This is an optimization exercise on Yosys and OpenROAD, whose aim is small area and a short achievable clock period, not a production implementation.
The RTL was checked by simulation tests, not by an equivalence proof against the original design.
No activity file was given, so power comes from the tool's default toggle rates.

## design/flow/run.sh

```bash
#!/bin/bash
# synth_recipe.tcl (not shown) runs the flow's synth.tcl, then flattens the netlist and writes it again
# the make line also repeats each setting of config.mk as NAME=value (left out here)
make -C /OpenROAD-flow-scripts/flow DESIGN_CONFIG=/design/flow/config.mk WORK_HOME=/design/flow/orfs CLKGATE_MAP_FILE= SYNTH_SCRIPT=/design/flow/synth_recipe.tcl finish
```

## design/flow/config.mk

```make
export PLATFORM = sky130hd
export DESIGN_NAME = tawas
export DESIGN_NICKNAME = tawas
export VERILOG_FILES = /design/flow/design.v
export SDC_FILE = /design/flow/constraint.sdc
export NUM_CORES = 8
export LEC_CHECK = 0
export CAP_MARGIN = 30
export CORE_MARGIN = 2
export CORE_UTILIZATION = 40
export SETUP_SLACK_MARGIN = 1.5
export SLEW_MARGIN = 30
```

## design/flow/constraint.sdc

```tcl
create_clock -name core_clock -period 6.5 [get_ports {clk}]
set_input_delay 1.3000 -clock core_clock [delete_from_list [all_inputs] [get_ports {clk}]]
set_output_delay 1.3000 -clock core_clock [all_outputs]
set_load 0.01 [all_outputs]
```

## design/flow/design.v

```verilog
module tawas_fetch
(
    input clk,
    input rst,
    output ics,
    output [23:0] iaddr,
    input [31:0] idata,
    input [31:0] thread_mask,
    input [31:0] rcn_stall,
    input rcn_abort,
    input [2:0] au_flags,
    input [23:0] pc_rtn,
    output reg [4:0] s3_sel,
    output reg [4:0] s4_sel,
    output reg [4:0] s5_sel,
    output reg [4:0] s7_sel,
    output [2:0] rd_a,
    output [2:0] rd_b,
    output [2:0] rd_p,
    output [2:0] rd_d,
    output imm_sel,
    output rf_imm_en,
    output [2:0] rf_imm_reg,
    output [31:0] rf_imm,
    output ls_dir_en,
    output ls_dir_store,
    output [2:0] ls_dir_reg,
    output [31:0] ls_dir_addr,
    output au_op_en,
    output [14:0] au_op,
    output ls_op_en,
    output [14:0] ls_op
);
    integer i;
    reg [799:0] pc;
    reg [31:0] pc_vld;
    reg [31:0] thread_busy;
    reg s2_en;
    reg s3_en;
    reg s4_en;
    reg s5_en;
    reg s6_en;
    reg [4:0] s2_sel;
    reg [4:0] s6_sel;
    reg [24:0] s2_pc;
    reg [24:0] s3_pc;
    reg [24:0] s4_pc;
    reg [31:0] instr;
    wire [31:0] thread_ready = (~thread_busy) & thread_mask & (~rcn_stall);
    wire [31:0] p0 = {thread_ready[30:0], 1'b0};
    wire [31:0] p1 = p0 | {p0[30:0], 1'b0};
    wire [31:0] p2 = p1 | {p1[29:0], 2'b0};
    wire [31:0] p3 = p2 | {p2[27:0], 4'b0};
    wire [31:0] p4 = p3 | {p3[23:0], 8'b0};
    wire [31:0] below = p4 | {p4[15:0], 16'b0};
    wire [31:0] s1_oh = thread_ready & ~below;
    wire s1_en = |thread_ready;
    reg [4:0] s1_sel;
    reg [24:0] s1_pc;
    always @ *
    begin
        s1_sel = 5'd0;
        for (i = 0; i < 32; i = i + 1)
            s1_sel = s1_sel | ({5{s1_oh[i]}} & i[4:0]);
    end
    wire [31:0] s1_ohv = s1_oh & pc_vld;
    wire [31:0] s1_ohn = s1_oh & ~pc_vld;
    always @ *
    begin
        s1_pc = 25'd0;
        for (i = 0; i < 32; i = i + 1)
            s1_pc = s1_pc | ({25{s1_ohv[i]}} & pc[i * 25 +: 25]) | ({25{s1_ohn[i]}} & i[24:0]);
    end
    wire [31:0] retire_mask = {31'd0, s6_en} << s6_sel;
    wire [31:0] abort_mask = {31'd0, rcn_abort && s3_en} << s3_sel;
    always @ (posedge clk or posedge rst)
        if (rst)
            thread_busy <= 32'd0;
        else
            thread_busy <= (thread_busy | s1_oh) & ~(retire_mask | abort_mask);
    wire op_is_halt;
    assign ics = s2_en;
    assign iaddr = s2_pc[23:0];
    always @ (posedge clk)
    begin
        s2_pc <= s1_pc;
        s3_pc <= s2_pc;
        s4_pc <= s3_pc;
        s2_sel <= s1_sel;
        s3_sel <= s2_sel;
        s4_sel <= s3_sel;
        s5_sel <= s4_sel;
        s6_sel <= s5_sel;
        s7_sel <= s6_sel;
        instr <= idata;
    end
    always @ (posedge clk or posedge rst)
        if (rst)
        begin
            s2_en <= 1'b0;
            s3_en <= 1'b0;
            s4_en <= 1'b0;
            s5_en <= 1'b0;
            s6_en <= 1'b0;
        end
        else
        begin
            s2_en <= s1_en;
            s3_en <= s2_en;
            s4_en <= s3_en && !rcn_abort;
            s5_en <= s4_en && !op_is_halt;
            s6_en <= s5_en;
        end
    wire h3 = s3_pc[24];
    wire serial3 = !idata[31];
    wire hv3 = !idata[31] || !idata[30];
    wire hau3 = (idata[31:30] == 2'b00);
    wire lv3 = !idata[31] || !idata[30] || !idata[29];
    wire lau3 = !idata[30] || (idata[31:28] == 4'b1100);
    wire dh3 = (serial3) ? h3 : hv3;
    wire dl3 = (serial3) ? !h3 : lv3;
    wire [14:0] auop3 = (dh3 && hau3) ? idata[29:15] : idata[14:0];
    wire call3 = (idata[31:24] == 8'b11111111);
    wire [14:0] lsop3 = (call3) ? 15'h77F7 : (dh3 && !hau3) ? idata[29:15] : idata[14:0];
    wire dir3 = (idata[31:27] == 5'b11110);
    assign rd_a = auop3[2:0];
    assign rd_b = auop3[5:3];
    assign rd_p = lsop3[5:3];
    assign rd_d = (dir3) ? idata[25:23] : lsop3[2:0];
    wire [14:0] op_high = instr[29:15];
    wire [14:0] op_low = instr[14:0];
    wire [12:0] op_br = instr[27:15];
    wire op_high_vld = !instr[31] || !instr[30];
    wire op_high_au = (instr[31:30] == 2'b00);
    wire op_low_vld = !instr[31] || !instr[30] || !instr[29];
    wire op_low_au = !instr[30] || (instr[31:28] == 4'b1100);
    wire op_serial = !instr[31];
    wire op_br_vld = (instr[31:29] == 3'b110);
    wire op_is_br = op_br_vld && !op_br[12];
    wire [23:0] op_br_iaddr = s4_pc[23:0] + {{12{op_br[11]}}, op_br[11:0]};
    assign op_is_halt = op_br_vld && (op_br[12:0] == 13'd0);
    wire op_is_br_cond = op_br_vld && op_br[12];
    wire flag_sel = (op_br[10:8] == 3'd0) ? au_flags[0] :
                    (op_br[10:8] == 3'd1) ? au_flags[1] :
                    (op_br[10:8] == 3'd2) ? au_flags[2] : 1'b0;
    wire op_br_cond_true = (op_br[11]) ? !flag_sel : flag_sel;
    wire [23:0] op_br_cond_iaddr = s4_pc[23:0] + {{16{op_br[7]}}, op_br[7:0]};
    wire op_is_rtn = op_br_vld && op_br[12] && (op_br[7:0] == 8'd1);
    wire op_is_imm = (instr[31:28] == 4'b1110);
    wire [2:0] op_imm_reg = instr[27:25];
    wire [31:0] op_imm = {{8{instr[24]}}, instr[23:0]};
    wire op_is_dir_ld = (instr[31:26] == 6'b111100);
    wire op_is_dir_st = (instr[31:26] == 6'b111101);
    wire [31:0] op_daddr = {{8{instr[22]}}, instr[21:0], 2'b00};
    wire op_is_jmp = (instr[31:24] == 8'b11111110);
    wire op_is_call = (instr[31:24] == 8'b11111111);
    wire [23:0] op_iaddr = instr[23:0];
    wire [24:0] pc_inc = s4_pc + 25'd1;
    wire [24:0] pc_next = (op_serial && !s4_pc[24]) ? {1'b1, s4_pc[23:0]}
                                                    : {1'b0, pc_inc[23:0]};
    wire [24:0] pc_update_addr = (op_is_call || op_is_jmp) ? {1'b0, op_iaddr} :
                                 (op_is_rtn) ? {1'b0, pc_rtn} :
                                 (op_is_br) ? {1'b0, op_br_iaddr} :
                                 (op_is_br_cond && op_br_cond_true) ? {1'b0, op_br_cond_iaddr}
                                                                    : pc_next;
    wire [31:0] pc_we = {31'd0, s4_en} << s4_sel;
    always @ (posedge clk)
        for (i = 0; i < 32; i = i + 1)
            if (pc_we[i])
                pc[i * 25 +: 25] <= pc_update_addr;
    always @ (posedge clk or posedge rst)
        if (rst)
            pc_vld <= 32'd0;
        else
            pc_vld <= pc_vld | pc_we;
    assign imm_sel = op_is_imm || op_is_call;
    assign rf_imm_en = s4_en && imm_sel;
    assign rf_imm_reg = (op_is_imm) ? op_imm_reg : 3'd7;
    assign rf_imm = (op_is_imm) ? op_imm : {7'd0, pc_inc};
    assign ls_dir_en = s4_en && (op_is_dir_ld || op_is_dir_st);
    assign ls_dir_store = op_is_dir_st;
    assign ls_dir_reg = instr[25:23];
    assign ls_dir_addr = op_daddr;
    wire do_low = (op_serial) ? !s4_pc[24] : op_low_vld;
    wire do_high = (op_serial) ? s4_pc[24] : op_high_vld;
    assign au_op_en = s4_en && ((do_high && op_high_au) || (do_low && op_low_au));
    assign au_op = (do_high && op_high_au) ? op_high : op_low;
    assign ls_op_en = s4_en &&
                    ((do_high && !op_high_au) || (do_low && !op_low_au) || op_is_call);
    assign ls_op = (op_is_call) ? 15'h77F7 :
                   (do_high && !op_high_au) ? op_high : op_low;
endmodule
module tawas_regfile
(
    input clk,
    input [4:0] rd_thread,
    input [2:0] rd_a,
    input [2:0] rd_b,
    input [2:0] rd_p,
    input [2:0] rd_d,
    output reg [31:0] op_a,
    output reg [31:0] op_b,
    output reg [31:0] op_p,
    output reg [31:0] op_d,
    output reg [23:0] op_r7,
    output reg [2:0] flags,
    input [4:0] wb_thread,
    input wb_au_en,
    input [2:0] wb_au_reg,
    input [31:0] wb_au_data,
    input [2:0] wb_au_flags,
    input wb_ptr_en,
    input [2:0] wb_ptr_reg,
    input [31:0] wb_ptr_data,
    input wb_ld_en,
    input [2:0] wb_ld_reg,
    input [31:0] wb_ld_data,
    input rcn_load_en,
    input [4:0] rcn_load_thread,
    input [2:0] rcn_load_reg,
    input [31:0] rcn_load_data
);
    integer i;
    integer n;
    reg [8191:0] rf;
    reg [95:0] rf_fl;
    wire [31:0] rd_oh = 32'd1 << rd_thread;
    reg [255:0] row;
    reg [2:0] fl_rd;
    always @ *
    begin
        for (n = 0; n < 8; n = n + 1)
        begin
            row[n * 32 +: 32] = 32'd0;
            for (i = 0; i < 32; i = i + 1)
                row[n * 32 +: 32] = row[n * 32 +: 32] | ({32{rd_oh[i]}} & rf[(i * 8 + n) * 32 +: 32]);
        end
        fl_rd = 3'd0;
        for (i = 0; i < 32; i = i + 1)
            fl_rd = fl_rd | ({3{rd_oh[i]}} & rf_fl[i * 3 +: 3]);
    end
    always @ (posedge clk)
    begin
        op_a <= row[rd_a * 32 +: 32];
        op_b <= row[rd_b * 32 +: 32];
        op_p <= row[rd_p * 32 +: 32];
        op_d <= row[rd_d * 32 +: 32];
        op_r7 <= row[7 * 32 +: 24];
        flags <= fl_rd;
    end
    wire [7:0] au_hit = {7'd0, wb_au_en} << wb_au_reg;
    wire [7:0] ptr_hit = {7'd0, wb_ptr_en} << wb_ptr_reg;
    wire [7:0] ld_hit = {7'd0, wb_ld_en} << wb_ld_reg;
    wire [7:0] rcn_hit = {7'd0, rcn_load_en} << rcn_load_reg;
    wire [7:0] instr_hit = au_hit | ptr_hit | ld_hit;
    wire [7:0] rcn_we = rcn_hit & ~instr_hit;
    wire [31:0] wb_oh = 32'd1 << wb_thread;
    wire [31:0] rcn_oh = 32'd1 << rcn_load_thread;
    reg [255:0] col;
    always @ *
        for (n = 0; n < 8; n = n + 1)
            col[n * 32 +: 32] = (au_hit[n]) ? wb_au_data :
                     (ptr_hit[n]) ? wb_ptr_data :
                     (ld_hit[n]) ? wb_ld_data : rcn_load_data;
    always @ (posedge clk)
        for (i = 0; i < 32; i = i + 1)
            for (n = 0; n < 8; n = n + 1)
                if ((instr_hit[n] && wb_oh[i]) || (rcn_we[n] && rcn_oh[i]))
                    rf[(i * 8 + n) * 32 +: 32] <= col[n * 32 +: 32];
    always @ (posedge clk)
        for (i = 0; i < 32; i = i + 1)
            if (wb_au_en && wb_oh[i])
                rf_fl[i * 3 +: 3] <= wb_au_flags;
endmodule
module tawas_au
(
    input clk,
    input rst,
    input [31:0] op_a,
    input [31:0] op_b,
    input [4:0] thread_id,
    output [31:0] thread_mask,
    input imm_sel,
    input rf_imm_en,
    input [2:0] rf_imm_reg,
    input [31:0] rf_imm,
    input au_op_en,
    input [14:0] au_op,
    output wb_au_en,
    output [2:0] wb_au_reg,
    output [31:0] wb_au_data,
    output [2:0] wb_au_flags
);
    parameter RTL_VERSION = 32'hFFFFFFFF;
    wire [32:0] reg_a = {1'b0, op_a};
    wire [32:0] reg_b = {1'b0, op_b};
    wire [4:0] sh_bits = (au_op[11]) ? au_op[7:3] : op_b[4:0];
    wire [31:0] sh_lsl = (op_a << sh_bits);
    wire [31:0] sh_lsr = (op_a >> sh_bits);
    wire b_hi = |op_b[31:5];
    wire [32:0] bit_mask = 33'd1 << au_op[7:3];
    reg [32:0] result;
    always @ *
        if (imm_sel)
            result = {rf_imm[31], rf_imm};
        else if (au_op[14:13] == 2'b00)
            case (au_op[12:9])
            4'h0: result = reg_a | reg_b;
            4'h1: result = reg_a & reg_b;
            4'h2: result = reg_a ^ reg_b;
            4'h3: result = reg_a + reg_b;
            4'h4: result = reg_a - reg_b;
            default: result = 33'd0;
            endcase
        else if (au_op[14:11] == 4'b0100)
            case (au_op[10:6])
            5'h00: result = ~reg_b;
            5'h01: result = (~reg_b) + 33'd1;
            5'h02: result = {{25{op_b[7]}}, op_b[7:0]};
            5'h03: result = {{17{op_b[15]}}, op_b[15:0]};
            5'h04: result = (b_hi) ? 33'd0 : {sh_lsl[31], sh_lsl};
            5'h05: result = (b_hi) ? 33'd0 : {sh_lsr[31], sh_lsr};
            5'h06: result = (b_hi) ? {33{op_a[31]}} : {sh_lsr[31], sh_lsr};
            5'h1B:
                case (au_op[5:3])
                3'd0: result = {1'b0, RTL_VERSION};
                3'd1: result = {28'd0, thread_id};
                default: result = 33'd0;
                endcase
            5'h1F: result = reg_a;
            default: result = 33'd0;
            endcase
        else if (au_op[14:11] == 4'b0101)
            case (au_op[10:8])
            3'h1: result = reg_a & ~bit_mask;
            3'h2: result = reg_a | bit_mask;
            3'h3: result = reg_a ^ bit_mask;
            3'h4: result = {sh_lsl[31], sh_lsl};
            3'h5: result = {sh_lsr[31], sh_lsr};
            3'h6: result = {sh_lsr[31], sh_lsr};
            default: result = 33'd0;
            endcase
        else if (au_op[14:13] == 2'b10)
            result = reg_a + {{23{au_op[12]}}, au_op[12:3]};
        else
            result = {{23{au_op[12]}}, au_op[12:3]};
    wire no_store_op = (au_op[14:8] == 7'b0100111) ||
                       (au_op[14:12] == 3'b011) ||
                       (au_op[14:8] == 7'b0101000);
    wire csr_rd = !imm_sel && (au_op[14:6] == 9'b0100_11011);
    wire csr_wr = au_op_en && (au_op[14:6] == 9'b0100_11111);
    reg [32:0] result_d1;
    reg [2:0] wbreg_d1;
    reg rd_mask_d1;
    reg rd_ticks_d1;
    reg rd_scratch_d1;
    reg wr_mask_d1;
    reg wr_scratch_d1;
    reg wb_en_d1;
    always @ (posedge clk)
    begin
        result_d1 <= result;
        wbreg_d1 <= (imm_sel) ? rf_imm_reg :
                    (au_op[14:13] == 2'b00) ? au_op[8:6] : au_op[2:0];
        rd_mask_d1 <= csr_rd && (au_op[5:3] == 3'd2);
        rd_ticks_d1 <= csr_rd && (au_op[5:3] == 3'd3);
        rd_scratch_d1 <= csr_rd && (au_op[5:3] == 3'd7);
    end
    always @ (posedge clk or posedge rst)
        if (rst)
        begin
            wr_mask_d1 <= 1'b0;
            wr_scratch_d1 <= 1'b0;
            wb_en_d1 <= 1'b0;
        end
        else
        begin
            wr_mask_d1 <= csr_wr && (au_op[5:3] == 3'd2);
            wr_scratch_d1 <= csr_wr && (au_op[5:3] == 3'd7);
            wb_en_d1 <= rf_imm_en || (au_op_en && !no_store_op);
        end
    reg [31:0] csr_thread_mask;
    reg [31:0] csr_ticks;
    reg [31:0] csr_scratch;
    assign thread_mask = csr_thread_mask;
    always @ (posedge clk or posedge rst)
        if (rst) csr_ticks <= 32'd0;
        else csr_ticks <= csr_ticks + 32'd1;
    always @ (posedge clk or posedge rst)
        if (rst)
        begin
            csr_thread_mask <= 32'd1;
            csr_scratch <= 32'd0;
        end
        else
        begin
            if (wr_mask_d1)
                csr_thread_mask <= result_d1[31:0];
            if (wr_scratch_d1)
                csr_scratch <= result_d1[31:0];
        end
    reg [32:0] au_result_d2;
    reg [2:0] wbreg_d2;
    reg wb_en_d2;
    always @ (posedge clk)
    begin
        au_result_d2 <= (rd_mask_d1) ? {1'b0, csr_thread_mask} :
                        (rd_ticks_d1) ? {1'b0, csr_ticks} :
                        (rd_scratch_d1) ? {1'b0, csr_scratch} : result_d1;
        wbreg_d2 <= wbreg_d1;
    end
    reg [32:0] au_result_d3;
    reg au_zero_d3;
    reg [2:0] wbreg_d3;
    reg wb_en_d3;
    always @ (posedge clk)
    begin
        au_result_d3 <= au_result_d2;
        au_zero_d3 <= (au_result_d2 == 33'd0);
        wbreg_d3 <= wbreg_d2;
    end
    always @ (posedge clk or posedge rst)
        if (rst)
        begin
            wb_en_d2 <= 1'b0;
            wb_en_d3 <= 1'b0;
        end
        else
        begin
            wb_en_d2 <= wb_en_d1;
            wb_en_d3 <= wb_en_d2;
        end
    assign wb_au_en = wb_en_d3;
    assign wb_au_reg = wbreg_d3;
    assign wb_au_data = au_result_d3[31:0];
    assign wb_au_flags = {au_result_d3[32], au_result_d3[31], au_zero_d3};
endmodule
module tawas_ls
(
    input clk,
    input rst,
    input [31:0] op_p,
    input [31:0] op_d,
    input ls_dir_en,
    input ls_dir_store,
    input [2:0] ls_dir_reg,
    input [31:0] ls_dir_addr,
    input ls_op_en,
    input [14:0] ls_op,
    output reg dcs,
    output reg dwr,
    output reg [31:0] daddr,
    output reg [3:0] dmask,
    output reg [31:0] dout,
    input [31:0] din,
    output reg rcn_cs,
    output reg rcn_xch,
    output reg [2:0] rcn_wbreg,
    output wb_ptr_en,
    output [2:0] wb_ptr_reg,
    output [31:0] wb_ptr_data,
    output wb_ld_en,
    output [2:0] wb_ld_reg,
    output [31:0] wb_ld_data
);
    wire ls_op_st = ls_op[14];
    wire ls_op_post_inc = ls_op[13];
    wire [1:0] ls_op_type = ls_op[12:11];
    wire [4:0] ls_op_off = ls_op[10:6];
    wire [2:0] ls_op_ptr = ls_op[5:3];
    wire [2:0] ls_op_reg = ls_op[2:0];
    wire wren = (ls_dir_en) ? ls_dir_store : ls_op_st;
    wire xchange = (ls_dir_en || !wren) ? 1'b0 : (ls_op_type == 2'b11);
    wire [2:0] wbreg = (ls_dir_en) ? ls_dir_reg : ls_op_reg;
    wire [31:0] ptr = (ls_op_type == 2'd0) ? op_p :
                      (ls_op_type == 2'd1) ? {op_p[31:1], 1'b0} : {op_p[31:2], 2'b00};
    wire [31:0] off = (ls_op_type == 2'd0) ? {{27{ls_op_off[4]}}, ls_op_off} :
                      (ls_op_type == 2'd1) ? {{26{ls_op_off[4]}}, ls_op_off, 1'b0}
                                           : {{25{ls_op_off[4]}}, ls_op_off, 2'd0};
    wire [31:0] addr = (ls_dir_en) ? ls_dir_addr : ptr;
    wire [31:0] addr_inc = ptr + off;
    wire [31:0] bus_addr = (ls_dir_en || ls_op_post_inc) ? addr : addr_inc;
    wire data_bus_en = (ls_dir_en || ls_op_en) && (!bus_addr[31]);
    wire rcn_bus_en = (ls_dir_en || ls_op_en) && (bus_addr[31]);
    reg [31:0] wdata;
    reg [3:0] wmask;
    always @ *
        if (ls_dir_en)
        begin
            wdata = op_d;
            wmask = 4'hF;
        end
        else
            case (ls_op_type)
            2'd0:
            begin
                wdata = {4{op_d[7:0]}};
                case (bus_addr[1:0])
                2'd0: wmask = 4'b0001;
                2'd1: wmask = 4'b0010;
                2'd2: wmask = 4'b0100;
                default: wmask = 4'b1000;
                endcase
            end
            2'd1:
            begin
                wdata = {2{op_d[15:0]}};
                if (!bus_addr[1])
                    wmask = 4'b0011;
                else
                    wmask = 4'b1100;
            end
            default:
            begin
                wdata = op_d;
                wmask = 4'hF;
            end
            endcase
    always @ (posedge clk or posedge rst)
        if (rst)
        begin
            dcs <= 1'b0;
            rcn_cs <= 1'b0;
        end
        else
        begin
            dcs <= data_bus_en;
            rcn_cs <= rcn_bus_en;
        end
    always @ (posedge clk)
    begin
        dwr <= wren;
        daddr <= bus_addr;
        dmask <= wmask;
        dout <= wdata;
        rcn_xch <= xchange;
        rcn_wbreg <= wbreg;
    end
    reg ld_d1;
    reg ld_d2;
    reg ld_d3;
    reg wbptr_d1;
    reg wbptr_d2;
    reg wbptr_d3;
    always @ (posedge clk or posedge rst)
        if (rst)
        begin
            ld_d1 <= 1'b0;
            ld_d2 <= 1'b0;
            ld_d3 <= 1'b0;
            wbptr_d1 <= 1'b0;
            wbptr_d2 <= 1'b0;
            wbptr_d3 <= 1'b0;
        end
        else
        begin
            ld_d1 <= data_bus_en && (!wren || xchange);
            ld_d2 <= ld_d1;
            ld_d3 <= ld_d2;
            wbptr_d1 <= ls_op_en && ls_op_post_inc;
            wbptr_d2 <= wbptr_d1;
            wbptr_d3 <= wbptr_d2;
        end
    reg [2:0] wbreg_d2;
    reg [2:0] wbreg_d3;
    reg [3:0] wmask_d2;
    reg [3:0] wmask_d3;
    reg [31:0] data_in;
    reg [2:0] wbptr_reg_d1;
    reg [2:0] wbptr_reg_d2;
    reg [2:0] wbptr_reg_d3;
    reg [31:0] wbptr_addr_d1;
    reg [31:0] wbptr_addr_d2;
    reg [31:0] wbptr_addr_d3;
    always @ (posedge clk)
    begin
        wbreg_d2 <= rcn_wbreg;
        wbreg_d3 <= wbreg_d2;
        wmask_d2 <= dmask;
        wmask_d3 <= wmask_d2;
        data_in <= din;
        wbptr_reg_d1 <= ls_op_ptr;
        wbptr_reg_d2 <= wbptr_reg_d1;
        wbptr_reg_d3 <= wbptr_reg_d2;
        wbptr_addr_d1 <= addr_inc;
        wbptr_addr_d2 <= wbptr_addr_d1;
        wbptr_addr_d3 <= wbptr_addr_d2;
    end
    reg [31:0] data_in_final;
    always @ *
        if (wmask_d3 == 4'b1111)
            data_in_final = data_in;
        else if (wmask_d3[1:0] == 2'b11)
            data_in_final = {16'd0, data_in[15:0]};
        else if (wmask_d3[3:2] == 2'b11)
            data_in_final = {16'd0, data_in[31:16]};
        else if (wmask_d3[0])
            data_in_final = {24'd0, data_in[7:0]};
        else if (wmask_d3[1])
            data_in_final = {24'd0, data_in[15:8]};
        else if (wmask_d3[2])
            data_in_final = {24'd0, data_in[23:16]};
        else
            data_in_final = {24'd0, data_in[31:24]};
    assign wb_ptr_en = wbptr_d3;
    assign wb_ptr_reg = wbptr_reg_d3;
    assign wb_ptr_data = wbptr_addr_d3;
    assign wb_ld_en = ld_d3;
    assign wb_ld_reg = wbreg_d3;
    assign wb_ld_data = data_in_final;
endmodule
module tawas_rcn_master
(
    input rst,
    input clk,
    input [68:0] rcn_in,
    output [68:0] rcn_out,
    input cs,
    input [4:0] seq,
    output busy,
    input wr,
    input [3:0] mask,
    input [23:2] addr,
    input [31:0] wdata,
    output rsp,
    output [4:0] rsp_seq,
    output [3:0] rsp_mask,
    output [31:0] rsp_data
);
    reg [68:0] rin;
    reg [68:0] rout;
    assign rcn_out = rout;
    wire my_resp = rin[68] && !rin[67] && (rin[65:63] == 3'd0);
    wire [68:0] req = {1'b1, 1'b1, wr, 3'd0, seq[4:2], mask, addr[23:2], seq[1:0], wdata};
    always @ (posedge clk or posedge rst)
        if (rst)
        begin
            rin <= 69'd0;
            rout <= 69'd0;
        end
        else
        begin
            rin <= rcn_in;
            rout <= (cs) ? req : (my_resp) ? 69'd0 : rin;
        end
    assign busy = rin[68] && !my_resp;
    assign rsp = my_resp;
    assign rsp_seq = {rin[62:60], rin[33:32]};
    assign rsp_mask = rin[59:56];
    assign rsp_data = rin[31:0];
endmodule
module tawas_rcn_master_buf
(
    input rst,
    input clk,
    input [68:0] rcn_in,
    output [68:0] rcn_out,
    input cs,
    input [4:0] seq,
    input wr,
    input [3:0] mask,
    input [23:2] addr,
    input [31:0] wdata,
    output full,
    output rsp,
    output [4:0] rsp_seq,
    output [3:0] rsp_mask,
    output [31:0] rsp_data
);
    parameter DEPTH = 15;
    integer i;
    reg [64 * DEPTH - 1:0] req_buf;
    reg [3:0] write_ptr;
    reg [3:0] read_ptr;
    reg [3:0] req_cnt;
    assign full = (req_cnt >= 4'd11);
    wire req_push = cs;
    wire req_pop;
    always @ (posedge clk or posedge rst)
        if (rst)
            req_cnt <= 4'd0;
        else
            case ({req_push, req_pop})
            2'b10: req_cnt <= req_cnt + 4'd1;
            2'b01: req_cnt <= req_cnt - 4'd1;
            default: ;
            endcase
    always @ (posedge clk or posedge rst)
        if (rst)
            write_ptr <= 4'd0;
        else if (req_push)
            write_ptr <= (write_ptr == (DEPTH - 1)) ? 4'd0 : write_ptr + 4'd1;
    always @ (posedge clk or posedge rst)
        if (rst)
            read_ptr <= 4'd0;
        else if (req_pop)
            read_ptr <= (read_ptr == (DEPTH - 1)) ? 4'd0 : read_ptr + 4'd1;
    always @ (posedge clk)
        for (i = 0; i < DEPTH; i = i + 1)
            if (req_push && (write_ptr == i))
                req_buf[i * 64 +: 64] <= {seq, wr, mask[3:0], addr[23:2], wdata[31:0]};
    reg [63:0] req;
    always @ *
    begin
        req = 64'd0;
        for (i = 0; i < DEPTH; i = i + 1)
            req = req | ({64{read_ptr == i}} & req_buf[i * 64 +: 64]);
    end
    wire req_vld = (req_cnt != 4'd0);
    wire req_busy;
    assign req_pop = req_vld && !req_busy;
    tawas_rcn_master rcn_master
    (
        .rst(rst),
        .clk(clk),
        .rcn_in(rcn_in),
        .rcn_out(rcn_out),
        .cs(req_pop),
        .seq(req[63:59]),
        .busy(req_busy),
        .wr(req[58]),
        .mask(req[57:54]),
        .addr(req[53:32]),
        .wdata(req[31:0]),
        .rsp(rsp),
        .rsp_seq(rsp_seq),
        .rsp_mask(rsp_mask),
        .rsp_data(rsp_data)
    );
endmodule
module tawas_rcn
(
    input clk,
    input rst,
    input [4:0] seq,
    output [31:0] rcn_stall,
    input rcn_cs,
    input rcn_xch,
    input rcn_wr,
    input [31:0] rcn_addr,
    input [2:0] rcn_wbreg,
    input [3:0] rcn_mask,
    input [31:0] rcn_wdata,
    output reg rcn_load_en,
    output [4:0] rcn_load_thread,
    output reg [2:0] rcn_load_reg,
    output [31:0] rcn_load_data,
    input [68:0] rcn_in,
    output [68:0] rcn_out
);
    integer i;
    wire rsp;
    wire [4:0] rsp_seq;
    wire [3:0] rsp_mask;
    wire [31:0] rsp_data;
    wire master_full;
    tawas_rcn_master_buf rcn_master
    (
        .rst(rst),
        .clk(clk),
        .rcn_in(rcn_in),
        .rcn_out(rcn_out),
        .cs(rcn_cs),
        .seq(seq),
        .wr(rcn_wr),
        .mask(rcn_mask),
        .addr(rcn_addr[23:2]),
        .wdata(rcn_wdata),
        .full(master_full),
        .rsp(rsp),
        .rsp_seq(rsp_seq),
        .rsp_mask(rsp_mask),
        .rsp_data(rsp_data)
    );
    reg rsp_d1;
    reg rsp_d2;
    reg rsp_d3;
    reg [4:0] rsp_seq_d1;
    reg [4:0] rsp_seq_d2;
    reg [4:0] rsp_seq_d3;
    always @ (posedge clk)
    begin
        rsp_d1 <= rsp;
        rsp_d2 <= rsp_d1;
        rsp_d3 <= rsp_d2;
        rsp_seq_d1 <= rsp_seq;
        rsp_seq_d2 <= rsp_seq_d1;
        rsp_seq_d3 <= rsp_seq_d2;
    end
    reg [31:0] pending_stall;
    wire [31:0] set_pending_stall = {31'd0, rcn_cs} << seq;
    wire [31:0] clr_pending_stall = {31'd0, rsp_d3} << rsp_seq_d3;
    always @ (posedge clk or posedge rst)
        if (rst)
            pending_stall <= 32'd0;
        else
            pending_stall <= (pending_stall | set_pending_stall) & ~clr_pending_stall;
    assign rcn_stall = pending_stall | {32{master_full}};
    reg [95:0] wbreg;
    reg [31:0] xch;
    wire [31:0] seq_oh = {31'd0, rcn_cs} << seq;
    always @ (posedge clk)
        for (i = 0; i < 32; i = i + 1)
            if (seq_oh[i])
            begin
                wbreg[i * 3 +: 3] <= rcn_wbreg;
                xch[i] <= rcn_xch;
            end
    wire in_rsp = rcn_in[68] && !rcn_in[67] && (rcn_in[65:63] == 3'd0);
    wire [4:0] in_seq = {rcn_in[62:60], rcn_in[33:32]};
    wire [31:0] in_oh = 32'd1 << in_seq;
    wire in_byp = rcn_cs && (seq == in_seq);
    reg in_xch;
    reg [2:0] in_wbreg;
    always @ *
    begin
        in_xch = 1'b0;
        in_wbreg = 3'd0;
        for (i = 0; i < 32; i = i + 1)
        begin
            in_xch = in_xch | (in_oh[i] & xch[i]);
            in_wbreg = in_wbreg | ({3{in_oh[i]}} & wbreg[i * 3 +: 3]);
        end
        if (in_byp)
        begin
            in_xch = rcn_xch;
            in_wbreg = rcn_wbreg;
        end
    end
    always @ (posedge clk or posedge rst)
        if (rst)
            rcn_load_en <= 1'b0;
        else
            rcn_load_en <= in_rsp && (!rcn_in[66] || in_xch);
    always @ (posedge clk)
        rcn_load_reg <= in_wbreg;
    assign rcn_load_thread = rsp_seq;
    assign rcn_load_data = (rsp_mask[3:0] == 4'b1111) ? rsp_data[31:0] :
                           (rsp_mask[3:2] == 2'b11) ? {16'd0, rsp_data[31:16]} :
                           (rsp_mask[1:0] == 2'b11) ? {16'd0, rsp_data[15:0]} :
                           (rsp_mask[3]) ? {24'd0, rsp_data[31:24]} :
                           (rsp_mask[2]) ? {24'd0, rsp_data[23:16]} :
                           (rsp_mask[1]) ? {24'd0, rsp_data[15:8]} : {24'd0, rsp_data[7:0]};
endmodule
module tawas
(
    input clk,
    input rst,
    output ics,
    output [23:0] iaddr,
    input [31:0] idata,
    output dcs,
    output dwr,
    output [31:0] daddr,
    output [3:0] dmask,
    output [31:0] dout,
    input [31:0] din,
    input [68:0] rcn_in,
    output [68:0] rcn_out
);
    wire [31:0] thread_mask;
    wire [31:0] rcn_stall;
    wire rcn_load_en;
    wire [4:0] s3_sel;
    wire [4:0] s4_sel;
    wire [4:0] s5_sel;
    wire [4:0] s7_sel;
    wire [2:0] rd_a;
    wire [2:0] rd_b;
    wire [2:0] rd_p;
    wire [2:0] rd_d;
    wire [31:0] op_a;
    wire [31:0] op_b;
    wire [31:0] op_p;
    wire [31:0] op_d;
    wire [23:0] op_r7;
    wire [2:0] au_flags;
    wire imm_sel;
    wire rf_imm_en;
    wire [2:0] rf_imm_reg;
    wire [31:0] rf_imm;
    wire ls_dir_en;
    wire ls_dir_store;
    wire [2:0] ls_dir_reg;
    wire [31:0] ls_dir_addr;
    wire au_op_en;
    wire [14:0] au_op;
    wire ls_op_en;
    wire [14:0] ls_op;
    tawas_fetch tawas_fetch
    (
        .clk(clk),
        .rst(rst),
        .ics(ics),
        .iaddr(iaddr),
        .idata(idata),
        .thread_mask(thread_mask),
        .rcn_stall(rcn_stall),
        .rcn_abort(rcn_load_en),
        .au_flags(au_flags),
        .pc_rtn(op_r7),
        .s3_sel(s3_sel),
        .s4_sel(s4_sel),
        .s5_sel(s5_sel),
        .s7_sel(s7_sel),
        .rd_a(rd_a),
        .rd_b(rd_b),
        .rd_p(rd_p),
        .rd_d(rd_d),
        .imm_sel(imm_sel),
        .rf_imm_en(rf_imm_en),
        .rf_imm_reg(rf_imm_reg),
        .rf_imm(rf_imm),
        .ls_dir_en(ls_dir_en),
        .ls_dir_store(ls_dir_store),
        .ls_dir_reg(ls_dir_reg),
        .ls_dir_addr(ls_dir_addr),
        .au_op_en(au_op_en),
        .au_op(au_op),
        .ls_op_en(ls_op_en),
        .ls_op(ls_op)
    );
    wire wb_au_en;
    wire [2:0] wb_au_reg;
    wire [31:0] wb_au_data;
    wire [2:0] wb_au_flags;
    wire wb_ptr_en;
    wire [2:0] wb_ptr_reg;
    wire [31:0] wb_ptr_data;
    wire wb_ld_en;
    wire [2:0] wb_ld_reg;
    wire [31:0] wb_ld_data;
    wire [4:0] rcn_load_thread;
    wire [2:0] rcn_load_reg;
    wire [31:0] rcn_load_data;
    tawas_regfile tawas_regfile
    (
        .clk(clk),
        .rd_thread(s3_sel),
        .rd_a(rd_a),
        .rd_b(rd_b),
        .rd_p(rd_p),
        .rd_d(rd_d),
        .op_a(op_a),
        .op_b(op_b),
        .op_p(op_p),
        .op_d(op_d),
        .op_r7(op_r7),
        .flags(au_flags),
        .wb_thread(s7_sel),
        .wb_au_en(wb_au_en),
        .wb_au_reg(wb_au_reg),
        .wb_au_data(wb_au_data),
        .wb_au_flags(wb_au_flags),
        .wb_ptr_en(wb_ptr_en),
        .wb_ptr_reg(wb_ptr_reg),
        .wb_ptr_data(wb_ptr_data),
        .wb_ld_en(wb_ld_en),
        .wb_ld_reg(wb_ld_reg),
        .wb_ld_data(wb_ld_data),
        .rcn_load_en(rcn_load_en),
        .rcn_load_thread(rcn_load_thread),
        .rcn_load_reg(rcn_load_reg),
        .rcn_load_data(rcn_load_data)
    );
    tawas_au tawas_au
    (
        .clk(clk),
        .rst(rst),
        .op_a(op_a),
        .op_b(op_b),
        .thread_id(s4_sel),
        .thread_mask(thread_mask),
        .imm_sel(imm_sel),
        .rf_imm_en(rf_imm_en),
        .rf_imm_reg(rf_imm_reg),
        .rf_imm(rf_imm),
        .au_op_en(au_op_en),
        .au_op(au_op),
        .wb_au_en(wb_au_en),
        .wb_au_reg(wb_au_reg),
        .wb_au_data(wb_au_data),
        .wb_au_flags(wb_au_flags)
    );
    wire rcn_cs;
    wire rcn_xch;
    wire [2:0] rcn_wbreg;
    tawas_ls tawas_ls
    (
        .clk(clk),
        .rst(rst),
        .op_p(op_p),
        .op_d(op_d),
        .ls_dir_en(ls_dir_en),
        .ls_dir_store(ls_dir_store),
        .ls_dir_reg(ls_dir_reg),
        .ls_dir_addr(ls_dir_addr),
        .ls_op_en(ls_op_en),
        .ls_op(ls_op),
        .dcs(dcs),
        .dwr(dwr),
        .daddr(daddr),
        .dmask(dmask),
        .dout(dout),
        .din(din),
        .rcn_cs(rcn_cs),
        .rcn_xch(rcn_xch),
        .rcn_wbreg(rcn_wbreg),
        .wb_ptr_en(wb_ptr_en),
        .wb_ptr_reg(wb_ptr_reg),
        .wb_ptr_data(wb_ptr_data),
        .wb_ld_en(wb_ld_en),
        .wb_ld_reg(wb_ld_reg),
        .wb_ld_data(wb_ld_data)
    );
    tawas_rcn tawas_rcn
    (
        .clk(clk),
        .rst(rst),
        .seq(s5_sel),
        .rcn_stall(rcn_stall),
        .rcn_cs(rcn_cs),
        .rcn_xch(rcn_xch),
        .rcn_wr(dwr),
        .rcn_addr(daddr),
        .rcn_wbreg(rcn_wbreg),
        .rcn_mask(dmask),
        .rcn_wdata(dout),
        .rcn_load_en(rcn_load_en),
        .rcn_load_thread(rcn_load_thread),
        .rcn_load_reg(rcn_load_reg),
        .rcn_load_data(rcn_load_data),
        .rcn_in(rcn_in),
        .rcn_out(rcn_out)
    );
endmodule
```

==> flow_metrics.py, run 1 <==
metrics = {
    "floorplan": {
        "rows": 381,
        "start_util_pct": 40.1,
        "die_area_sq_mm": 1.09,
        "die_x_microns": 1040,
        "die_h_microns": 1040,
        "coreArea_sq_mm": 1.08,
        "io_pins": 299,
    },
    "timing": {
        "setup_viol": 0,
        "period_needed_ns": 5.28,
        "skew_ns": 0.148,
        "rsz0062_at_grt": "yes",
        "worstMarginPinSlew_ns": 1.29,
        "max_freq_ghz": 0.189,
        "hold_viol": 0,
        "finalCritPeriodShare_pct": 81.3,
        "report.final.slew_viol_count": 0,
        "setup_ws_ns": 1.22,
        "slew_headroom_pct": 14.2,
    },
    "drt": {
        "drc": 0,
        "wl_per_cell_microns": 45.9,
        "drt_wl_total_microns": 2080000,
        "drt_iter0_markers": 56645,
        "drtAntennaViolNets": 2,
        "via_per_inst": 6.81,
        "num_vias": 307904,
        "firstDrtPassIters": 10,
    },
    "global_routing": {
        "busiest_layer": "met2",
        "grt.total_usage_pct": 36.8,
        "met1_usage_pct": 46.9,
        "grt_pass1_wl_microns": 2680000,
        "grt_pass1_vias": 277866,
        "grt_start_max_net_pins": 144,
        "grtUsageMet2_pct": 52.5,
        "grt-ovfl-total": 0,
        "antenna_found_initial": 283,
        "met3_usage_pct": 13.7,
    },
    "layout": {
        "area_growth_pct": 18.0,
        "n_fill_cell": 91293,
        "largest-register": "tawas_regfile.rf",
        "multi_input_area_sq_mm": 0.102,
        "reg_top3": "tawas_regfile.rf (8192), tawas_rcn.rcn_master.req_buf (960), tawas_fetch.pc (800)",
        "largest_reg_flops": 8192,
        "drive_gt1_share_pct": 16.0,
        "fin_nets": 29953,
        "register_area_sq_mm": 0.328,
    },
    "synthesis": {
        "syn_avg_cell_area_sq_um": 15.5,
        "syn_inst": 27901,
        "synth_area_leaders": "edfxtp_1 71%, a22oi_1 5.5%, dfxtp_1 3.0%",
        "yosysSeqAreaShare_pct": 76.0,
        "yosys.area.top_type_share_pct": 70.9,
        "async_reset_ff_share_pct": 3.23,
        "yosysWarnings": 7,
        "ys_ff_latch": 11186,
        "synth_most_common_cell": "edfxtp_1",
        "synth_nets": 28308,
        "synth_edf_count": 10176,
        "synthFlopType": "edfxtp_1",
        "netlist_area_sq_mm": 0.431,
        "ys_types": 114,
        "yosys.area.top_type": "edfxtp_1",
        "ys_top_cells_by_count": "10,176 x edfxtp_1, 3,165 x a22oi_1, 2,116 x nor2_1",
    },
    "clock_network": {
        "cts-root-buf": "clkbuf_16",
        "cts_max_level": 7,
        "cts_sinks": 11186,
        "clk_path_buf_depth": 6,
        "clock_latency_ns": 1.32,
        "ctsHoldBuffers": 0,
        "clk_pin_slew_ns": 0.06,
        "cts_tree": "yes",
        "cts_buffers": 1229,
    },
    "critical_path": {
        "path_max_fanout": 36,
        "reg2regPathDepth": 12,
        "r2r-end": "tawas_regfile.op_b[7]",
        "path_class": "flip-flop to flip-flop",
        "start_kind": "flip-flop",
        "arrival_ns": 6.31,
        "startpoint": "tawas_fetch.s3_sel[4]",
        "cp.required_ns": 7.53,
        "endpoint_kind": "flip-flop",
        "reg2reg_from": "tawas_fetch.s3_sel[4]",
        "r2r_slack_ns": 1.22,
    },
    "pwr": {
        "combPwrFrac_pct": 5.5,
        "internal-power_mw": 120,
        "power_frac_clock_pct": 42.7,
        "p_leak_nw": 158,
        "ir_drop_v": 0.000255,
        "pwr-share-seq_pct": 51.8,
        "power_density_mw_per_mm2": 309,
        "power_mw": 157,
        "total_switching_power_mw": 37.3,
        "p_sw_share_pct": 23.7,
    },
    "job": {
        "maxCapViolCount": 0,
    },
    "placement": {
        "gp_congestion": 1.07,
        "pre_cts_slack_ns": 0.520,
        "dpl.hpwl_microns": 1300000,
        "port_buffers": 298,
    },
    "worst_hold_path": {
        "hp-class": "flip-flop to flip-flop",
        "holdCritStartpoint": "tawas_ls.wbptr_addr_d1[14]",
        "holdPathStages": 0,
        "holdPathEnd": "tawas_ls.wbptr_addr_d2[14]",
    },
    "run_status": {
        "status": "complete, but fails checks",
        "violations": "antenna rules",
    },
}
-- power groups by stage --
stage,sequential (mW),combinational (mW),clock [mW]
floorplan,81.4,3.00,0
global placement,82.8,7.81,0
detailed placement,82.8,7.91,0
CTS,81.3,7.95,67.3
global route,81.3,8.49,70.1
finish,81.6,8.67,67.2
-- timing repair --
| item | CTS | global route |
|---|---|---|
| pin swaps | 12 | 11 |
| endpoints found under the setup margin | 136 | 52 |
| setup buffers | 27 | 9 |
| gates resized for setup | 39 | 43 |
| gates cloned | 0 | 1 |
-- stage by stage --
step                      TNS (ns)  utilization [%]  hold WS, ns  instances  instance area [sq um]
final                            0             47.3        0.259      45184                 509000
after global routing             0             47.3        0.281      44915                 508000
after CTS                        0             47.1        0.270      44748                 507000
after detailed placement         0             43.6        0.312      42612                 469000
after global placement      -0.163             43.5        0.310      42550                 467000
after floorplan            -136.26                -        0.310      27901                 431000
-- worst max-delay path by stage --
stage | endpoint | slack, ns | cells after the start
6_report | tawas_regfile.op_b[7] | 1.22 | 12
5_1_grt | tawas_regfile.op_b[7] | 1.38 | 12
4_1_cts | tawas_au.result_d1[24] | 1.43 | 20
3_5_place_dp | tawas_regfile.op_b[0] | 0.52 | 12
3_3_place_gp | tawas_regfile.op_b[3] | -0.16 | 11
2_1_floorplan | tawas_rcn.rcn_master.req_buf[0] | -1.06 | 3
-- critical path, cell delays in order, from the launching register on --
cell and delay, ns:
dfxtp_4 0.69, or3b_2 0.63, nor2_4 0.58, buf_12 0.30, buf_12 0.35, a222oi_1 0.19, and3_1 0.20, nand4_1 0.11
or4_1 0.80, nor2_1 0.12, nor3_1 0.21, nor3_1 0.08, a21oi_2 0.79
-- metal layers --
| metal | up-vias | share of wire [%] |
|---|---|---|
| li1 | 116938 | - |
| met1 | 158385 | 36 |
| met2 | 26933 | 42 |
| met3 | 5562 | 14 |
| met4 | 86 | 7.8 |
| met5 | - | 0.094 |
-- final cells by class --
cell class,count,area share [%]
antenna,398,0.196
clock buffer,1564,6.45
clock inverter,545,0.962
inverter,173,0.129
multi-input combinational,14654,20.1
sequential,11186,64.4
tap,14362,3.53
timing repair buffer,2302,4.25
-- layout by cell type, fill, tap and decap left out, types with 233 or more instances in the layout --
cell type,n
edfxtp_1,10176
a22oi_1,3160
nor2_1,2017
buf_4,1698
clkbuf_16,1256
nand2_1,1115
a221oi_1,856
a21oi_1,790
nor3_1,741
a22o_1,735
nand3_1,603
nand4_1,578
dfxtp_1,559
o21ai_0,415
diode_2,398
dfrtp_1,355
clkdlybuf4s50_1,298
clkbuf_1,283
o22ai_4,280
ha_1,264
buf_12,233
-- cells by family (layout without fill, tap and decap cells) --
family	after synthesis	in the layout	synth area share, %
muxes	364	364	0.919
adders and majority gates	272	272	0.798
AOI/OAI and AO/OA	7659	7659	13.1
xor gates and xnor gates	237	237	0.481
other	0	398	0
DFF	11186	11186	76.0
buffers and inverters	2062	4584	2.01
and+or+nand+nor	6121	6122	6.75
==> inputs of run 2 (changes only) <==
--- a/design/flow/design.v
+++ b/design/flow/design.v
@@ -11,6 +11,7 @@
     input [2:0] au_flags,
     input [23:0] pc_rtn,
     output reg [4:0] s3_sel,
+    output reg [31:0] s3_oh,
     output reg [4:0] s4_sel,
     output reg [4:0] s5_sel,
     output reg [4:0] s7_sel,
@@ -27,7 +28,7 @@
     output [2:0] ls_dir_reg,
     output [31:0] ls_dir_addr,
     output au_op_en,
-    output [14:0] au_op,
+    output [14:0] au_op_s3,
     output ls_op_en,
     output [14:0] ls_op
 );
@@ -72,7 +73,7 @@
             s1_pc = s1_pc | ({25{s1_ohv[i]}} & pc[i * 25 +: 25]) | ({25{s1_ohn[i]}} & i[24:0]);
     end
     wire [31:0] retire_mask = {31'd0, s6_en} << s6_sel;
-    wire [31:0] abort_mask = {31'd0, rcn_abort && s3_en} << s3_sel;
+    wire [31:0] abort_mask = s3_oh & {32{rcn_abort && s3_en}};
     always @ (posedge clk or posedge rst)
         if (rst)
             thread_busy <= 32'd0;
@@ -88,6 +89,7 @@
         s4_pc <= s3_pc;
         s2_sel <= s1_sel;
         s3_sel <= s2_sel;
+        s3_oh <= 32'd1 << s2_sel;
         s4_sel <= s3_sel;
         s5_sel <= s4_sel;
         s6_sel <= s5_sel;
@@ -123,17 +125,23 @@
     wire call3 = (idata[31:24] == 8'b11111111);
     wire [14:0] lsop3 = (call3) ? 15'h77F7 : (dh3 && !hau3) ? idata[29:15] : idata[14:0];
     wire dir3 = (idata[31:27] == 5'b11110);
+    assign au_op_s3 = auop3;
     assign rd_a = auop3[2:0];
     assign rd_b = auop3[5:3];
     assign rd_p = lsop3[5:3];
     assign rd_d = (dir3) ? idata[25:23] : lsop3[2:0];
-    wire [14:0] op_high = instr[29:15];
-    wire [14:0] op_low = instr[14:0];
+    wire au_v3 = (dh3 && hau3) || (dl3 && lau3);
+    wire ls_v3 = (dh3 && !hau3) || (dl3 && !lau3) || call3;
+    reg [14:0] ls_op_s4;
+    reg au_v4;
+    reg ls_v4;
+    always @ (posedge clk)
+    begin
+        ls_op_s4 <= lsop3;
+        au_v4 <= au_v3;
+        ls_v4 <= ls_v3;
+    end
     wire [12:0] op_br = instr[27:15];
-    wire op_high_vld = !instr[31] || !instr[30];
-    wire op_high_au = (instr[31:30] == 2'b00);
-    wire op_low_vld = !instr[31] || !instr[30] || !instr[29];
-    wire op_low_au = !instr[30] || (instr[31:28] == 4'b1100);
     wire op_serial = !instr[31];
     wire op_br_vld = (instr[31:29] == 3'b110);
     wire op_is_br = op_br_vld && !op_br[12];
@@ -181,19 +189,14 @@
     assign ls_dir_store = op_is_dir_st;
     assign ls_dir_reg = instr[25:23];
     assign ls_dir_addr = op_daddr;
-    wire do_low = (op_serial) ? !s4_pc[24] : op_low_vld;
-    wire do_high = (op_serial) ? s4_pc[24] : op_high_vld;
-    assign au_op_en = s4_en && ((do_high && op_high_au) || (do_low && op_low_au));
-    assign au_op = (do_high && op_high_au) ? op_high : op_low;
-    assign ls_op_en = s4_en &&
-                    ((do_high && !op_high_au) || (do_low && !op_low_au) || op_is_call);
-    assign ls_op = (op_is_call) ? 15'h77F7 :
-                   (do_high && !op_high_au) ? op_high : op_low;
+    assign au_op_en = s4_en && au_v4;
+    assign ls_op_en = s4_en && ls_v4;
+    assign ls_op = ls_op_s4;
 endmodule
 module tawas_regfile
 (
     input clk,
-    input [4:0] rd_thread,
+    input [31:0] rd_oh,
     input [2:0] rd_a,
     input [2:0] rd_b,
     input [2:0] rd_p,
@@ -224,7 +227,6 @@
     integer n;
     reg [8191:0] rf;
     reg [95:0] rf_fl;
-    wire [31:0] rd_oh = 32'd1 << rd_thread;
     reg [255:0] row;
     reg [2:0] fl_rd;
     always @ *
@@ -285,15 +287,36 @@
     input [2:0] rf_imm_reg,
     input [31:0] rf_imm,
     input au_op_en,
-    input [14:0] au_op,
+    input [14:0] au_op_s3,
     output wb_au_en,
     output [2:0] wb_au_reg,
     output [31:0] wb_au_data,
     output [2:0] wb_au_flags
 );
     parameter RTL_VERSION = 32'hFFFFFFFF;
+    reg [14:0] au_op;
+    reg sum_op;
+    reg sum_inv;
+    reg sum_zero_a;
+    reg sum_imm;
+    always @ (posedge clk)
+    begin
+        au_op <= au_op_s3;
+        sum_op <= (au_op_s3[14:9] == 6'b00_0011) ||
+                  (au_op_s3[14:9] == 6'b00_0100) ||
+                  (au_op_s3[14:6] == 9'b0100_00001) ||
+                  (au_op_s3[14:13] == 2'b10);
+        sum_inv <= (au_op_s3[14:9] == 6'b00_0100) || (au_op_s3[14:6] == 9'b0100_00001);
+        sum_zero_a <= (au_op_s3[14:6] == 9'b0100_00001);
+        sum_imm <= (au_op_s3[14:13] == 2'b10);
+    end
     wire [32:0] reg_a = {1'b0, op_a};
     wire [32:0] reg_b = {1'b0, op_b};
+    wire [32:0] imm10 = {{23{au_op[12]}}, au_op[12:3]};
+    wire [32:0] sum_x = (sum_zero_a) ? 33'd0 : reg_a;
+    wire [32:0] sum_y = (sum_inv) ? ~reg_b : (sum_imm) ? imm10 : reg_b;
+    wire [33:0] sum_c = {sum_x, 1'b1} + {sum_y, sum_inv};
+    wire [32:0] sum = sum_c[33:1];
     wire [4:0] sh_bits = (au_op[11]) ? au_op[7:3] : op_b[4:0];
     wire [31:0] sh_lsl = (op_a << sh_bits);
     wire [31:0] sh_lsr = (op_a >> sh_bits);
@@ -308,14 +331,11 @@
             4'h0: result = reg_a | reg_b;
             4'h1: result = reg_a & reg_b;
             4'h2: result = reg_a ^ reg_b;
-            4'h3: result = reg_a + reg_b;
-            4'h4: result = reg_a - reg_b;
             default: result = 33'd0;
             endcase
         else if (au_op[14:11] == 4'b0100)
             case (au_op[10:6])
             5'h00: result = ~reg_b;
-            5'h01: result = (~reg_b) + 33'd1;
             5'h02: result = {{25{op_b[7]}}, op_b[7:0]};
             5'h03: result = {{17{op_b[15]}}, op_b[15:0]};
             5'h04: result = (b_hi) ? 33'd0 : {sh_lsl[31], sh_lsl};
@@ -340,16 +360,16 @@
             3'h6: result = {sh_lsr[31], sh_lsr};
             default: result = 33'd0;
             endcase
-        else if (au_op[14:13] == 2'b10)
-            result = reg_a + {{23{au_op[12]}}, au_op[12:3]};
         else
-            result = {{23{au_op[12]}}, au_op[12:3]};
+            result = imm10;
     wire no_store_op = (au_op[14:8] == 7'b0100111) ||
                        (au_op[14:12] == 3'b011) ||
                        (au_op[14:8] == 7'b0101000);
     wire csr_rd = !imm_sel && (au_op[14:6] == 9'b0100_11011);
     wire csr_wr = au_op_en && (au_op[14:6] == 9'b0100_11111);
     reg [32:0] result_d1;
+    reg [32:0] sum_d1;
+    reg sel_sum_d1;
     reg [2:0] wbreg_d1;
     reg rd_mask_d1;
     reg rd_ticks_d1;
@@ -360,6 +380,8 @@
     always @ (posedge clk)
     begin
         result_d1 <= result;
+        sum_d1 <= sum;
+        sel_sum_d1 <= sum_op && !imm_sel;
         wbreg_d1 <= (imm_sel) ? rf_imm_reg :
                     (au_op[14:13] == 2'b00) ? au_op[8:6] : au_op[2:0];
         rd_mask_d1 <= csr_rd && (au_op[5:3] == 3'd2);
@@ -406,7 +428,8 @@
     begin
         au_result_d2 <= (rd_mask_d1) ? {1'b0, csr_thread_mask} :
                         (rd_ticks_d1) ? {1'b0, csr_ticks} :
-                        (rd_scratch_d1) ? {1'b0, csr_scratch} : result_d1;
+                        (rd_scratch_d1) ? {1'b0, csr_scratch} :
+                        (sel_sum_d1) ? sum_d1 : result_d1;
         wbreg_d2 <= wbreg_d1;
     end
     reg [32:0] au_result_d3;
@@ -862,6 +885,7 @@
     wire [31:0] rcn_stall;
     wire rcn_load_en;
     wire [4:0] s3_sel;
+    wire [31:0] s3_oh;
     wire [4:0] s4_sel;
     wire [4:0] s5_sel;
     wire [4:0] s7_sel;
@@ -884,7 +908,7 @@
     wire [2:0] ls_dir_reg;
     wire [31:0] ls_dir_addr;
     wire au_op_en;
-    wire [14:0] au_op;
+    wire [14:0] au_op_s3;
     wire ls_op_en;
     wire [14:0] ls_op;
     tawas_fetch tawas_fetch
@@ -900,6 +924,7 @@
         .au_flags(au_flags),
         .pc_rtn(op_r7),
         .s3_sel(s3_sel),
+        .s3_oh(s3_oh),
         .s4_sel(s4_sel),
         .s5_sel(s5_sel),
         .s7_sel(s7_sel),
@@ -916,7 +941,7 @@
         .ls_dir_reg(ls_dir_reg),
         .ls_dir_addr(ls_dir_addr),
         .au_op_en(au_op_en),
-        .au_op(au_op),
+        .au_op_s3(au_op_s3),
         .ls_op_en(ls_op_en),
         .ls_op(ls_op)
     );
@@ -936,7 +961,7 @@
     tawas_regfile tawas_regfile
     (
         .clk(clk),
-        .rd_thread(s3_sel),
+        .rd_oh(s3_oh),
         .rd_a(rd_a),
         .rd_b(rd_b),
         .rd_p(rd_p),
@@ -976,7 +1001,7 @@
         .rf_imm_reg(rf_imm_reg),
         .rf_imm(rf_imm),
         .au_op_en(au_op_en),
-        .au_op(au_op),
+        .au_op_s3(au_op_s3),
         .wb_au_en(wb_au_en),
         .wb_au_reg(wb_au_reg),
         .wb_au_data(wb_au_data),
--- a/design/flow/config.mk
+++ b/design/flow/config.mk
@@ -7,6 +7,6 @@
 export LEC_CHECK = 0
 export CAP_MARGIN = 30
 export CORE_MARGIN = 2
-export CORE_UTILIZATION = 40
-export SETUP_SLACK_MARGIN = 1.5
+export CORE_UTILIZATION = 55
+export SETUP_SLACK_MARGIN = 3.2
 export SLEW_MARGIN = 30
==> flow_metrics.py, run 2 <==
metrics = {
    "global_routing": {
        "antenna_found_initial": 199,
        "grt_start_max_net_pins": 129,
        "grt-ovfl-total": 0,
        "busiest_layer": "met2",
        "grt_pass1_wl_microns": 2520000,
        "grt_pass1_vias": 275027,
        "grtUsageMet2_pct": 66.4,
        "grt.total_usage_pct": 47.9,
        "met1_usage_pct": 62.9,
        "met3_usage_pct": 19.4,
    },
    "pwr": {
        "ir_drop_v": 0.000317,
        "power_density_mw_per_mm2": 307,
        "p_leak_nw": 158,
    },
    "layout": {
        "reg_top3": "tawas_regfile.rf (8192), tawas_rcn.rcn_master.req_buf (960), tawas_fetch.pc (800)",
        "largest-register": "tawas_regfile.rf",
        "largest_reg_flops": 8192,
        "n_fill_cell": 54680,
        "area_growth_pct": 18.3,
        "final_common_cell": "edfxtp_1",
        "final_cell_mix": "10,176 x edfxtp_1, 3,534 x a22oi_1, 2,069 x nor2_1, 1,301 x buf_4, 1,233 x clkbuf_16",
        "drive_gt1_share_pct": 18.2,
        "fin_nets": 29557,
    },
    "clock_network": {
        "cts_buffers": 1199,
        "ctsHoldBuffers": 0,
        "clock_latency_ns": 1.32,
        "clk_path_buf_depth": 5,
        "cts_tree": "yes",
        "cts-root-buf": "clkbuf_16",
        "clk_pin_slew_ns": 0.06,
        "cts_sinks": 11288,
        "cts_max_level": 7,
    },
    "placement": {
        "port_buffers": 298,
        "dpl.hpwl_microns": 1130000,
        "pre_cts_slack_ns": 1.35,
        "gp_congestion": 1.10,
    },
    "timing": {
        "worstMarginPinSlew_ns": 1.31,
        "report.final.slew_viol_count": 0,
        "finalCritPeriodShare_pct": 57.9,
        "skew_ns": 0.137,
        "hold_viol": 0,
        "max_freq_ghz": 0.266,
        "tns_ns": 0,
        "period_needed_ns": 3.76,
        "setup_viol": 0,
        "setup_ws_ns": 2.74,
        "slew_headroom_pct": 12.6,
        "rsz0062_at_grt": "yes",
    },
    "floorplan": {
        "coreArea_sq_mm": 0.778,
        "die_h_microns": 887,
        "die_x_microns": 887,
        "io_pins": 299,
        "start_util_pct": 55.1,
        "die_area_sq_mm": 0.786,
        "rows": 324,
    },
    "drt": {
        "num_vias": 306218,
        "drc": 0,
        "via_per_inst": 7.56,
        "wl_per_cell_microns": 48.1,
        "firstDrtPassIters": 13,
        "drt_wl_total_microns": 1950000,
        "drt_iter0_markers": 61337,
        "drtAntennaViolNets": 0,
    },
    "critical_path": {
        "start_kind": "flip-flop",
        "arrival_ns": 4.98,
        "endpoint_kind": "flip-flop",
        "cp.required_ns": 7.72,
        "path_max_fanout": 5,
        "path_class": "flip-flop to flip-flop",
    },
    "synthesis": {
        "yosys.area.top_type": "edfxtp_1",
        "ys_ff_latch": 11288,
        "synthFlopType": "edfxtp_1",
        "synth_area_leaders": "edfxtp_1 71%, a22oi_1 6.2%, dfxtp_1 3.5%",
        "netlist_area_sq_mm": 0.429,
        "ys_types": 89,
        "yosysWarnings": 7,
        "yosys.area.top_type_share_pct": 71.3,
        "synth_most_common_cell": "edfxtp_1",
        "async_reset_ff_share_pct": 3.20,
        "synth_edf_count": 10176,
        "syn_avg_cell_area_sq_um": 15.6,
        "yosysSeqAreaShare_pct": 76.9,
        "syn_inst": 27520,
        "synth_nets": 27893,
        "ys_top_cells_by_count": "10,176 x edfxtp_1, 3,555 x a22oi_1, 2,192 x nor2_1",
    },
    "run_status": {
        "status": "complete, no violations",
    },
    "job": {
        "maxCapViolCount": 0,
    },
    "worst_hold_path": {
        "hp-class": "flip-flop to flip-flop",
    },
}
## run 2: changes by cell type after synthesis, moves of 119 or more
| cell | before | now |
|---|---|---|
| a22oi_1 | 3165 | 3555 |
| or4_1 | 151 | 270 |
| nand3_1 | 610 | 730 |
| buf_2 | 551 | 10 |
| nand2_1 | 1140 | 860 |
| clkbuf_1 | 981 | 1530 |
## run 2: per-layer routing
| layer | part of all wire (%) | vias up |
|---|---|---|
| met5 | 0.10 | - |
| met4 | 8.1 | 100 |
| met3 | 17 | 5905 |
| met2 | 41 | 29393 |
| met1 | 34 | 155735 |
| li1 | - | 115085 |
## run 2: final timing paths
check	start	to	slack, ns	cells after the start
hold / removal	tawas_ls.wbptr_addr_d2[29]	tawas_ls.wbptr_addr_d3[29]	0.31	0
min in group asynchronous	rst	tawas_au.csr_ticks[19]	0.52	2
hold reg to reg	tawas_ls.wbptr_addr_d2[29]	tawas_ls.wbptr_addr_d3[29]	0.31	0
max in group asynchronous	rst	tawas_rcn.rcn_master.rcn_master.rin[56]	4.35	4
setup reg to reg	tawas_au.csr_thread_mask[13]	tawas_fetch.s2_pc[22]	2.74	12
setup / recovery	tawas_au.csr_thread_mask[13]	tawas_fetch.s2_pc[22]	2.74	12
## run 2: timing repair
| action | 4_1_cts | 5_1_grt |
|---|---|---|
| pin swaps | 203 | 202 |
| resized for setup | 1648 | 503 |
| cloned | 45 | 43 |
| buffers inserted | 417 | 127 |
| setup endpoints to repair | 16165 | 7640 |
## run 2: worst max-delay path: stages (launching register included)
cell and delay, ns:
dfrtp_1 0.39, nor3b_4 0.17, or4_4 0.55, or4_4 0.44, or4_4 0.56, or3_4 0.42
or3_4 0.41, nor2_8 0.19, buf_12 0.13, buf_16 0.12, a22o_1 0.18, a211oi_2 0.05
nand3_1 0.12
## run 2: cells by family after synthesis
family | after synthesis | share of synthesized area, %
flip-flops | 11288 | 76.9
AO/OA/AOI/OAI | 7402 | 12.6
AND/OR/NAND/NOR | 5930 | 6.55
buffers and inverters | 2090 | 1.87
multiplexers | 392 | 0.994
adder cells (fa/ha/maj) | 238 | 0.702
XOR/XNOR | 180 | 0.368
## run 2: layout make-up
type | instances | area (sq um) | share of cell area (%)
flip-flops and latches | 11288 | 330000 | 65.1
clock buffers | 1586 | 32500 | 6.41
diodes | 204 | 510 | 0.101
well taps | 10269 | 12800 | 2.53
multi-input cells | 14207 | 102000 | 20.1
repair buffers | 2305 | 24400 | 4.81
inverters | 183 | 741 | 0.146
clock inverters | 463 | 3650 | 0.720
## run 2: stage by stage
| stage | hold WS (ns) | util [%] | instance area (sq um) | power [mW] | std cells |
|---|---|---|---|---|---|
| CTS | 0.322 | 64.6 | 502000 | 154 | 40128 |
| global route | 0.324 | 65.1 | 506000 | 158 | 40316 |
| finish | 0.313 | 65.2 | 507000 | 156 | 40505 |
| detailed placement | 0.312 | 58.8 | 457000 | 90.5 | 37617 |
| floorplan | 0.310 | - | 429000 | 85.2 | 27520 |
| global placement | 0.310 | 58.6 | 456000 | 90.4 | 37580 |
## run 2: power by group
group	internal, mW	switching [mW]
clock network	37.1	28.0
logic	2.25	6.28
registers	80.2	1.87
==> inputs of run 3 (changes only) <==
--- a/design/flow/config.mk
+++ b/design/flow/config.mk
@@ -8,5 +8,7 @@
 export CAP_MARGIN = 30
 export CORE_MARGIN = 2
 export CORE_UTILIZATION = 55
-export SETUP_SLACK_MARGIN = 3.2
+export CTS_CLUSTER_DIAMETER = 100
+export CTS_CLUSTER_SIZE = 24
+export SETUP_SLACK_MARGIN = 3.3
 export SLEW_MARGIN = 30
==> flow_metrics.py, run 3 <==
metrics = {
    "run_status": {
        "status": "complete, no violations",
    },
    "drt": {
        "firstDrtPassIters": 10,
        "wl_per_cell_microns": 50.5,
        "via_per_inst": 7.68,
        "num_vias": 305453,
    },
    "worst_hold_path": {
        "holdPathStages": 0,
    },
    "clock_network": {
        "clk_pin_slew_ns": 0.11,
        "cts_tree": "yes",
        "cts_buffers": 558,
        "cts-root-buf": "clkbuf_16",
    },
    "floorplan": {
        "io_pins": 299,
        "die_h_microns": 887,
        "die_x_microns": 887,
    },
    "synthesis": {
        "yosysSeqAreaShare_pct": 76.9,
        "ys_types": 89,
        "synth_most_common_cell": "edfxtp_1",
        "ys_top_cells_by_count": "10,176 x edfxtp_1, 3,555 x a22oi_1, 2,192 x nor2_1",
        "synth_nets": 27893,
        "syn_inst": 27520,
        "synth_area_leaders": "edfxtp_1 71%, a22oi_1 6.2%, dfxtp_1 3.5%",
    },
    "layout": {
        "drive_gt1_share_pct": 18.0,
        "final_cell_mix": "10,176 x edfxtp_1, 3,528 x a22oi_1, 2,048 x nor2_1, 1,527 x buf_4, 808 x nand2_1",
        "fin_nets": 29383,
        "final_common_cell": "edfxtp_1",
    },
    "critical_path": {
        "slowest_delay_ns": 0.56,
        "start_kind": "flip-flop",
        "critPathBufInv": 3,
    },
    "placement": {
        "gp_congestion": 1.07,
    },
    "timing": {
        "worstMarginPinSlew_ns": 1.29,
        "slew_headroom_pct": 13.7,
        "hold_viol": 0,
        "max_freq_ghz": 0.263,
    },
    "pwr": {
        "power_density_mw_per_mm2": 265,
    },
    "job": {
        "maxCapViolCount": 0,
    },
}
## run 3: logic make-up (layout without fill, tap and decap cells)
group                      count (synthesis)  in the layout  synth area share, %
DFF                                    11288          11288                 76.9
xor gates and xnor gates                 180            180                0.368
other                                      0            226                    0
adders and majority gates                238            238                0.702
muxes                                    392            393                0.994
buffers and inverters                   2090           3804                 1.87
AOI/OAI and AO/OA                       7402           7459                 12.6
and+or+nand+nor                         5930           5937                 6.55
## run 3: worst reg2reg max path, stage by stage, from the launching register on
cell and delay (ns):
dfrtp_1 0.41, nor3b_4 0.16, or4_4 0.56, or4_4 0.51, or4_4 0.55, or3_4 0.44
buf_4 0.18, nor3_4 0.21, buf_12 0.15, bufbuf_16 0.27, a222oi_1 0.09, and3_1 0.21
nand2_1 0.06
## run 3: worst paths after layout
check | slack (ns) | endpoint | start
max | 2.70 | tawas_fetch.s2_pc[16] | tawas_au.csr_thread_mask[11]
min | 0.26 | tawas_ls.wbptr_addr_d3[12] | tawas_ls.wbptr_addr_d2[12]
max reg2reg | 2.70 | tawas_fetch.s2_pc[16] | tawas_au.csr_thread_mask[11]
min reg2reg | 0.26 | tawas_ls.wbptr_addr_d3[12] | tawas_ls.wbptr_addr_d2[12]
max in group asynchronous | 4.68 | tawas_ls.dcs | rst
min in group asynchronous | 0.53 | tawas_rcn.rcn_master.rcn_master.rin[19] | rst
## run 3: cell type report
class / instances / area (sq um)
antenna: 226 / 566
tap: 10269 / 12800
multi-input combinational: 14207 / 104000
timing repair buffer: 2771 / 30700
inverter: 183 / 754
clock buffer: 755 / 14900
clock inverter: 94 / 1460
fill: 55461 / 283000
sequential: 11288 / 330000
timing repair inverter: 1 / 8.76
## run 3: repair_timing
action                                    CTS  global route
cloned                                     73            59
gates resized for setup                  2012           795
pin swaps                                 316           340
hold endpoints to repair                    0             0
endpoints found under the setup margin  17213          6656
buffers inserted                          578           227
hold buffers                                0             0
## run 3: metal layers
| layer | up-vias | global-route usage, % | wire, microns |
|---|---|---|---|
| met5 | - | 0.0481 | 2800 |
| met4 | 114 | 33.0 | 175000 |
| met3 | 5986 | 20.0 | 342000 |
| met2 | 30472 | 67.2 | 822000 |
| met1 | 154779 | 63.3 | 667000 |
| li1 | 114102 | - | - |
## run 3: power breakdown
group,total (mW),switching (mW),internal (mW),leakage [nW]
clock network,40.1,23.5,16.7,7.86
logic,9.24,6.76,2.48,48.7
registers,81.8,1.75,80.1,95.2
total,131,32.0,99.2,152
## run 3: per-stage QoR
stage | hold slack, ns | worst slack [ns] | cell area (sq um) | instances | power, mW
6_report | 0.261 | 2.70 | 495000 | 39794 | 131
5_1_grt | 0.281 | 2.64 | 495000 | 39590 | 133
4_1_cts | 0.302 | 2.72 | 487000 | 39280 | 130
3_5_place_dp | 0.312 | 1.11 | 458000 | 37780 | 90.7
3_3_place_gp | 0.311 | 0.247 | 456000 | 37736 | 90.7
2_1_floorplan | 0.310 | 0.361 | 429000 | 27520 | 85.2

## static timing again, ports no longer ideal
The results above use ideal ports. As a check the final layouts listed here were re-extracted and re-timed, cells and wires unchanged.
Step 1: set_driving_cell puts a clkbuf_16 on clk and a buf_2 on each other input, an assumption about the parent block.
Step 2 also shifts input and output timing later by t, the mid clock arrival at the registers, as if the neighbouring blocks saw the same clock.
Slacks: no drivers / after step 1 / after step 2; pairs: no drivers / after step 1.
run | t (ns) | slack for setup (ns)
run 1 | 1.405 | 1.216 / 1.216 / 0.975
run 2 | 1.408 | 2.736 / 2.736 / 1.999
run 3 | 1.387 | 2.701 / 2.701 / 2.066
